Source: an optimization exercise on an open RTL-to-GDS flow (aim: small area, a short achievable clock period and few clock cycles). Production flows keep margins and buffers that such runs may drop.
The RTL was checked by simulation tests, not by an equivalence proof against the original design.

==> flow/design.v <==
module interpolation (
    input           clk,
    input           RST,
    input           START,
    input   [5:0]   H0,
    input   [5:0]   V0,
    input   [3:0]   SW,
    input   [3:0]   SH,
    output          REN,
    input   [7:0]   R_DATA,
    output  [11:0]  ADDR,
    output  [7:0]   O_DATA,
    output          O_VALID
);
function [11:0] add12;
    input [11:0] x;
    input [11:0] y;
    reg c;
    integer k;
    begin
        c = 1'b0;
        for (k = 0; k < 12; k = k + 1) begin
            add12[k] = x[k] ^ y[k] ^ c;
            c = (x[k] & y[k]) | (x[k] & c) | (y[k] & c);
        end
    end
endfunction
function [7:0] lerp;
    input [7:0] a;
    input [7:0] b;
    input [3:0] w;
    reg [11:0] s;
    begin
        s = add12({4'b0, a}, {4'b0, w[0] ? b : a});
        s = add12(s, {3'b0, w[1] ? b : a, 1'b0});
        s = add12(s, {2'b0, w[2] ? b : a, 2'b0});
        s = add12(s, {1'b0, w[3] ? b : a, 3'b0});
        lerp = s[11:4];
    end
endfunction
localparam [4:0] LFSR16 = 5'd24;
reg [5:0] h0r;
reg [3:0] swm1, shm1;
reg        r_act;            
reg        r_low;            
reg [3:0]  r_c;              
reg [4:0]  r_j;              
reg [3:0]  r_y;              
reg [11:0] addr_q;
reg        ren_q;
reg        start_q;          
reg        v1, u1, v2, u2;
reg [3:0]  y1, y2;
reg [7:0]  rd, hold;
reg [7:0]  q0, q1, q2, q3;
reg [2:0]  cnt;              
reg [2:0]  alloc;            
reg [4:0]  c_i;              
reg [3:0]  c_x;              
reg [7:0]  o_data;
reg        o_valid;
assign REN = ren_q;
assign ADDR = addr_q;
assign O_DATA = o_data;
assign O_VALID = o_valid;
wire       c_last_i = (c_i == LFSR16);
wire       c_go = (cnt != 3'd0) && (c_x == 4'd0 || cnt[2:1] != 2'b00);
wire [4:0] cx_sum = {1'b0, c_x} + {1'b0, swm1};
wire       pop = c_go && (c_last_i || cx_sum[4]);
reg        n_low, n_more;
reg [3:0]  n_c;
reg [4:0]  n_j;
reg [3:0]  n_y;
reg [5:0]  n_col;
reg [5:0]  n_dr;             
reg [4:0]  ysum;
always @(*) begin
    n_c = r_c;
    n_j = r_j;
    n_y = r_y;
    n_col = addr_q[5:0];
    n_low = 1'b0;
    n_more = 1'b1;
    n_dr = 6'd0;
    ysum = {1'b0, r_y} + {1'b0, shm1};
    if (r_low) begin
        n_dr = 6'h3f;
    end else if (r_c != swm1) begin
        n_c = r_c + 4'd1;
        n_col = addr_q[5:0] + 6'd1;
        n_low = (r_y != 4'd0);
        n_dr = {5'd0, n_low};
    end else begin
        n_c = 4'd0;
        n_j = {r_j[3:0], r_j[4] ^ r_j[2]};
        n_y = ysum[3:0];
        n_col = h0r;
        n_low = (ysum[3:0] != 4'd0);
        n_dr = {4'd0, ysum[4] & n_low, ysum[4] ^ n_low};
        n_more = (r_j != LFSR16);
    end
end
wire credit = (alloc != 3'd4) || pop;
wire issue = r_act && !start_q && n_more && (r_low || credit);
wire       push = v2 && u2;
wire [7:0] kv = lerp(rd, hold, y2);
reg [7:0] s0, s1, s2, s3;
reg [2:0] wi;
always @(*) begin
    s0 = pop ? q1 : q0;
    s1 = pop ? q2 : q1;
    s2 = pop ? q3 : q2;
    s3 = q3;
    wi = cnt - {2'b0, pop};
    if (push) begin
        case (wi[1:0])
            2'd0: s0 = kv;
            2'd1: s1 = kv;
            2'd2: s2 = kv;
            2'd3: s3 = kv;
        endcase
    end
end
always @(posedge clk) begin
    rd <= R_DATA;
    hold <= rd;
    y1 <= start_q ? 4'd0 : r_y;
    u1 <= start_q || !r_low;
    y2 <= y1;
    u2 <= u1;
    q0 <= s0;
    q1 <= s1;
    q2 <= s2;
    q3 <= s3;
    o_data <= lerp(q0, q1, c_x);
    ren_q <= !(START || issue);
    if (START) begin
        h0r <= H0;
        swm1 <= SW - 4'd1;
        shm1 <= SH - 4'd1;
    end
    if (START)
        addr_q <= {V0, H0};
    else if (issue)
        addr_q <= {addr_q[11:6] + n_dr, n_col};
    if (start_q) begin
        r_low <= 1'b0;
        r_c <= 4'd0;
        r_j <= 5'd1;
        r_y <= 4'd0;
        c_i <= 5'd1;
        c_x <= 4'd0;
    end else begin
        if (issue) begin
            r_low <= n_low;
            r_c <= n_c;
            r_j <= n_j;
            r_y <= n_y;
        end
        if (c_go) begin
            if (c_last_i) begin
                c_i <= 5'd1;
                c_x <= 4'd0;
            end else begin
                c_i <= {c_i[3:0], c_i[4] ^ c_i[2]};
                c_x <= cx_sum[3:0];
            end
        end
    end
end
always @(posedge clk or posedge RST) begin
    if (RST) begin
        r_act <= 1'b0;
        start_q <= 1'b0;
        v1 <= 1'b0;
        v2 <= 1'b0;
        cnt <= 3'd0;
        alloc <= 3'd0;
        o_valid <= 1'b0;
    end else begin
        v1 <= !ren_q;
        v2 <= v1;
        o_valid <= c_go;
        start_q <= START;
        if (start_q) begin
            r_act <= 1'b1;
            cnt <= 3'd0;
            alloc <= 3'd1;
        end else begin
            if (!n_more)
                r_act <= 1'b0;
            cnt <= cnt + {2'b0, push} - {2'b0, pop};
            alloc <= alloc + {2'b0, issue && !r_low} - {2'b0, pop};
        end
    end
end
endmodule
clock: 30.0 ns
lec_check: 0
cap_margin: 20
core_margin: 2
core_utilization: 60
gpl_timing_driven: 0
slew_margin: 20
standard.sh (not shown) runs the stock make flow with config.mk's settings and CLKGATE_MAP_FILE= SYNTH_SCRIPT=/design/flow/synth_recipe.tcl, a recipe that flattens the netlist after the stock synthesis.
==> flow/flow/run.sh <==
#!/bin/bash
# The standard ORFS layout (the standard.sh) with these changes:
#  - the port buffers are sky130_fd_sc_hd__buf_2 cells instead of the
#    cell buffer_ports picks by itself (a slow clkdlybuf4s50);
#  - before repair_design, an input port buffer that drives more than 16
#    pins becomes a sky130_fd_sc_hd__buf_8 (pre_resize.tcl);
#  - clock tree synthesis adds no dummy loads and uses a clkbuf_16 root
#    with clkbuf_4 buffers below it.
# make's full output goes to standard.log; ORFS keeps each step's log under
# orfs/logs.
set -euo pipefail
here="$(cd "$(dirname "${BASH_SOURCE[0]}")" && pwd)"
export BUFFER_PORTS_ARGS="-buffer_cell sky130_fd_sc_hd__buf_2"
export PRE_RESIZE_TCL="$here/pre_resize.tcl"
export CTS_ARGS="-sink_clustering_enable -repair_clock_nets -dont_use_dummy_load -root_buf sky130_fd_sc_hd__clkbuf_16 -buf_list sky130_fd_sc_hd__clkbuf_4"
bash standard.sh finish > standard.log 2>&1
==> flow/flow/pre_resize.tcl <==
foreach port [all_inputs] {
  set pname [get_full_name $port]
  if {$pname == "clk"} { continue }
  foreach pin [get_pins -quiet -of_objects [get_nets $pname]] {
    set inst [get_cells -of_objects $pin]
    if {![string match "*__buf_*" [get_property $inst ref_name]]} { continue }
    set out [get_pins -of_objects $inst -filter "direction == output"]
    set fanout [llength [get_pins -of_objects [get_nets -of_objects $out] -filter "direction == input"]]
    if {$fanout > 16} {
      set cell sky130_fd_sc_hd__buf_8
    } elseif {$fanout <= 4} {
      set cell sky130_fd_sc_hd__buf_1
    } else {
      continue
    }
    puts "port $pname: buffer [get_full_name $inst] drives $fanout pins, now $cell"
    replace_cell $inst $cell
  }
}
Testbench counts at the start, summed over its fixed seeds: cycles 21,452.
Next try:
--- a/flow/flow/run.sh
+++ b/flow/flow/run.sh
@@ -5,2 +4,0 @@
-#  - before repair_design, an input port buffer that drives more than 16
-#    pins becomes a sky130_fd_sc_hd__buf_8 (pre_resize.tcl);
GPL_TIMING_DRIVEN = not set   (was 0)
After rerunning: Setup slack is better by 0.43 ns. Hold slack is better by 0.0099 ns. Final area falls slightly.
Next try:
--- a/flow/flow/run.sh
+++ b/flow/flow/run.sh
@@ -4,0 +5,2 @@
+#  - before repair_design, an input port buffer that drives more than 16
+#    pins becomes a sky130_fd_sc_hd__buf_8 (pre_resize.tcl);
CORE_UTILIZATION = 50   (was 60)
The changed run produced a clean layout.
Synthesized cell count is unchanged.
Cell area came out higher by 0.54%.
Sequential share of layout area went down by 0.20 points.
Routed wire length goes up by 0.52%.
Die area rose by 19%.
Utilization shrinks by 9.5 points.
Next try:
CORE_UTILIZATION = 60   (was 50)
What happened: Clock skew is lower by 0.014 ns. Critical path depth is unchanged. Final area is lower by about 0.54%. Worst setup slack improved by 0.0046 ns. Final cell count is lower by 3.8%.
Next try:
--- a/flow/flow/pre_resize.tcl
+++ b/flow/flow/pre_resize.tcl
@@ -0,0 +1,2 @@
+# Input ports whose buffer drives many pins get a stronger buffer
+# (START fans out to every register loaded at the start of a job).
@@ -10,5 +12,2 @@
-      set cell sky130_fd_sc_hd__buf_8
-    } elseif {$fanout <= 4} {
-      set cell sky130_fd_sc_hd__buf_1
-    } else {
-      continue
+      puts "port $pname: buffer [get_full_name $inst] drives $fanout pins, now sky130_fd_sc_hd__buf_8"
+      replace_cell $inst sky130_fd_sc_hd__buf_8
@@ -16,2 +14,0 @@
-    puts "port $pname: buffer [get_full_name $inst] drives $fanout pins, now $cell"
-    replace_cell $inst $cell
What happened: Cell area came out higher slightly; critical path depth is unchanged; sequential share of layout area came out lower by 0.18 points; routed wire length came out lower slightly; clock skew came out higher by 0.0031 ns; hold slack gets worse by 0.012 ns; core utilization came out higher by 0.31 points; global-route usage came out lower by 0.17 points; die area is unchanged.

build 59:
interpolation, a different RTL version from the one above (not shown whole).
Size in the first run: roughly 130 flip-flops, about 53 I/O pins, about 7300 um^2 of cells after synthesis.
Settings: LEC_CHECK=0, CAP_MARGIN=20, CORE_MARGIN=2, CORE_UTILIZATION=60, SLEW_MARGIN=70; clock period 30.0 ns.
==> flow/flow/run.sh <==
#!/bin/bash
# The standard ORFS layout (the standard.sh) with two changes:
#  - the port buffers are sky130_fd_sc_hd__buf_2 cells instead of the
#    cell buffer_ports picks by itself (a slow clkdlybuf4s50);
#  - clock tree synthesis adds no dummy loads.
# make's full output goes to standard.log; ORFS keeps each step's log under
# orfs/logs.
set -euo pipefail
export BUFFER_PORTS_ARGS="-buffer_cell sky130_fd_sc_hd__buf_2"
export CTS_ARGS="-sink_clustering_enable -repair_clock_nets -dont_use_dummy_load -root_buf sky130_fd_sc_hd__clkbuf_16 -buf_list sky130_fd_sc_hd__clkbuf_4"
bash standard.sh finish > standard.log 2>&1
Testbench counts of build 59, summed over its fixed seeds: cycles 21,452.
[inputs] build 93 vs build 59
- swapping 70 for 20 in SLEW_MARGIN
--- a/flow/flow/run.sh
+++ b/flow/flow/run.sh
@@ -9,3 +9,3 @@
 export BUFFER_PORTS_ARGS="-buffer_cell sky130_fd_sc_hd__buf_2"
-export CTS_ARGS="-sink_clustering_enable -repair_clock_nets -dont_use_dummy_load -root_buf sky130_fd_sc_hd__clkbuf_16 -buf_list sky130_fd_sc_hd__clkbuf_4"
+export CTS_ARGS="-sink_clustering_enable -repair_clock_nets -dont_use_dummy_load"
 bash standard.sh finish > standard.log 2>&1
==> comparison <==
- The design area in build 93 was higher than what build 59 gave.
- [compare] base=build 59 new=build 93: sum of routed wire length over all layers saw an increase; final hold slack now sits at about the same level; vias after detailed routing held steady.
- Build 93 against build 59: HPWL after detailed placement now sits lower.
- met2 usage in global routing sits higher in build 93 than in build 59.
- Worst setup slack: build 93 vs build 59 down 34 ps
- Register-to-register slack: build 93 vs build 59, no meaningful difference
#### Input delta (build 14 over build 93)
- CORE_UTILIZATION changed from 60 to 75
- PLACE_DENSITY newly set to 0.8
--- a/flow/flow/run.sh
+++ b/flow/flow/run.sh
@@ -9,3 +9,3 @@
 export BUFFER_PORTS_ARGS="-buffer_cell sky130_fd_sc_hd__buf_2"
-export CTS_ARGS="-sink_clustering_enable -repair_clock_nets -dont_use_dummy_load"
+export CTS_ARGS="-sink_clustering_enable -repair_clock_nets -dont_use_dummy_load -root_buf sky130_fd_sc_hd__clkbuf_16 -buf_list sky130_fd_sc_hd__clkbuf_4"
 bash standard.sh finish > standard.log 2>&1
Findings:
Build 14 reached the final stage; the timing, design-rule and antenna checks on its layout passed. Build 14 against build 93: final setup slack of the worst path saw an increase; fraction of layout cells with a size suffix above 1 saw little to no change; worst setup skew after layout saw an increase; share of the clock period used by the worst path saw little to no change.
--- input diff build 14..build 31 ---
- removing PLACE_DENSITY (formerly 0.8)
- changing CORE_UTILIZATION from 75 to 60
--- a/flow/flow/run.sh
+++ b/flow/flow/run.sh
@@ -9,3 +9,3 @@
 export BUFFER_PORTS_ARGS="-buffer_cell sky130_fd_sc_hd__buf_2"
-export CTS_ARGS="-sink_clustering_enable -repair_clock_nets -dont_use_dummy_load -root_buf sky130_fd_sc_hd__clkbuf_16 -buf_list sky130_fd_sc_hd__clkbuf_4"
+export CTS_ARGS="-sink_clustering_enable -repair_clock_nets -dont_use_dummy_load -root_buf sky130_fd_sc_hd__clkbuf_16 -buf_list sky130_fd_sc_hd__clkbuf_8"
 bash standard.sh finish > standard.log 2>&1
==> notes.md <==
- Smallest setup slack after layout ends up higher on build 31.
- Diff build 14 -> build 31 | global-route usage | decrease of 5.5 points
- Diff build 31..build 14 | total nets after synthesis | unchanged
- | final period utilization | build 31 vs build 14 | ≈ equal |
- The run with more routed wire is build 14, not build 31.
- Non-clock buffering overhead in the final layout: build 14 vs build 31 — no meaningful difference
- Lower final-layout worst hold slack goes to build 14 over build 31.
- Build 31 vs build 14 — final design instance area without fill climbed slightly
Changes in build 47 relative to build 31:
--- a/flow/flow/run.sh
+++ b/flow/flow/run.sh
@@ -9,3 +9,3 @@
 export BUFFER_PORTS_ARGS="-buffer_cell sky130_fd_sc_hd__buf_2"
-export CTS_ARGS="-sink_clustering_enable -repair_clock_nets -dont_use_dummy_load -root_buf sky130_fd_sc_hd__clkbuf_16 -buf_list sky130_fd_sc_hd__clkbuf_8"
+export CTS_ARGS="-sink_clustering_enable -repair_clock_nets -dont_use_dummy_load -sink_clustering_size 30 -sink_clustering_max_diameter 100"
 bash standard.sh finish > standard.log 2>&1
### Flow results
- Build 47 went all the way through synthesis, placement and routing and the layout is clean on timing, DRC and antenna.
- Final cycle utilization of the critical path ends up lower on build 31.
- Build 47 vs build 31: routed wire length on met2 up in build 47
- Number of endpoints with negative hold slack in the final report: build 47 vs build 31 identical
- Between build 31 and build 47, the flow reports detailed-routing wirelength on met1 increasing by a few percent.
- Of build 47 and build 31, it is build 47 that has the higher global routing usage summed across all routing layers.

separate check: timing with driven ports:
No port has a modelled driver above. Below, the same layouts with a new extraction and two added sets of constraints. Step 1, drivers: a clkbuf_16 drives clk and a buf_2 each remaining input, both assumed. Step 2, shift: input delay + t, output delay - t, t = (earliest + latest rising clock arrival at the registers) / 2. This alone moves slack from input paths to output paths. Slacks: ideal / step 1 / step 2; pairs: ideal / step 1.
run | t (ns) | slack for setup (ns) | worst setup path after step 2
the first run of note 1 | 0.390 | 22.573 / 22.595 / 22.205 | input to register
the second run of note 1 | 0.398 | 22.998 / 22.958 / 23.007 | input to register
the third run of note 1 | 0.383 | 22.993 / 22.952 / 23.003 | input to register
the fourth run of note 1 | 0.398 | 22.998 / 22.958 / 23.007 | input to register
the fifth run of note 1 | 0.386 | 23.023 / 22.982 / 22.996 | input to register
build 59 | 0.383 | 22.997 / 22.956 / 22.989 | input to register
build 93 | 0.449 | 22.963 / 22.921 / 22.717 | input to register
build 14 | 0.400 | 22.986 / 22.947 / 22.730 | input to register
build 31 | 0.392 | 23.013 / 22.970 / 22.721 | input to register
build 47 | 0.449 | 22.963 / 22.921 / 22.717 | input to register
After both steps setup and hold are still met in every run listed. The setup slack of the first run of note 1, which loses most, moves by +0.022 ns with the drivers and by -0.368 ns with both steps.
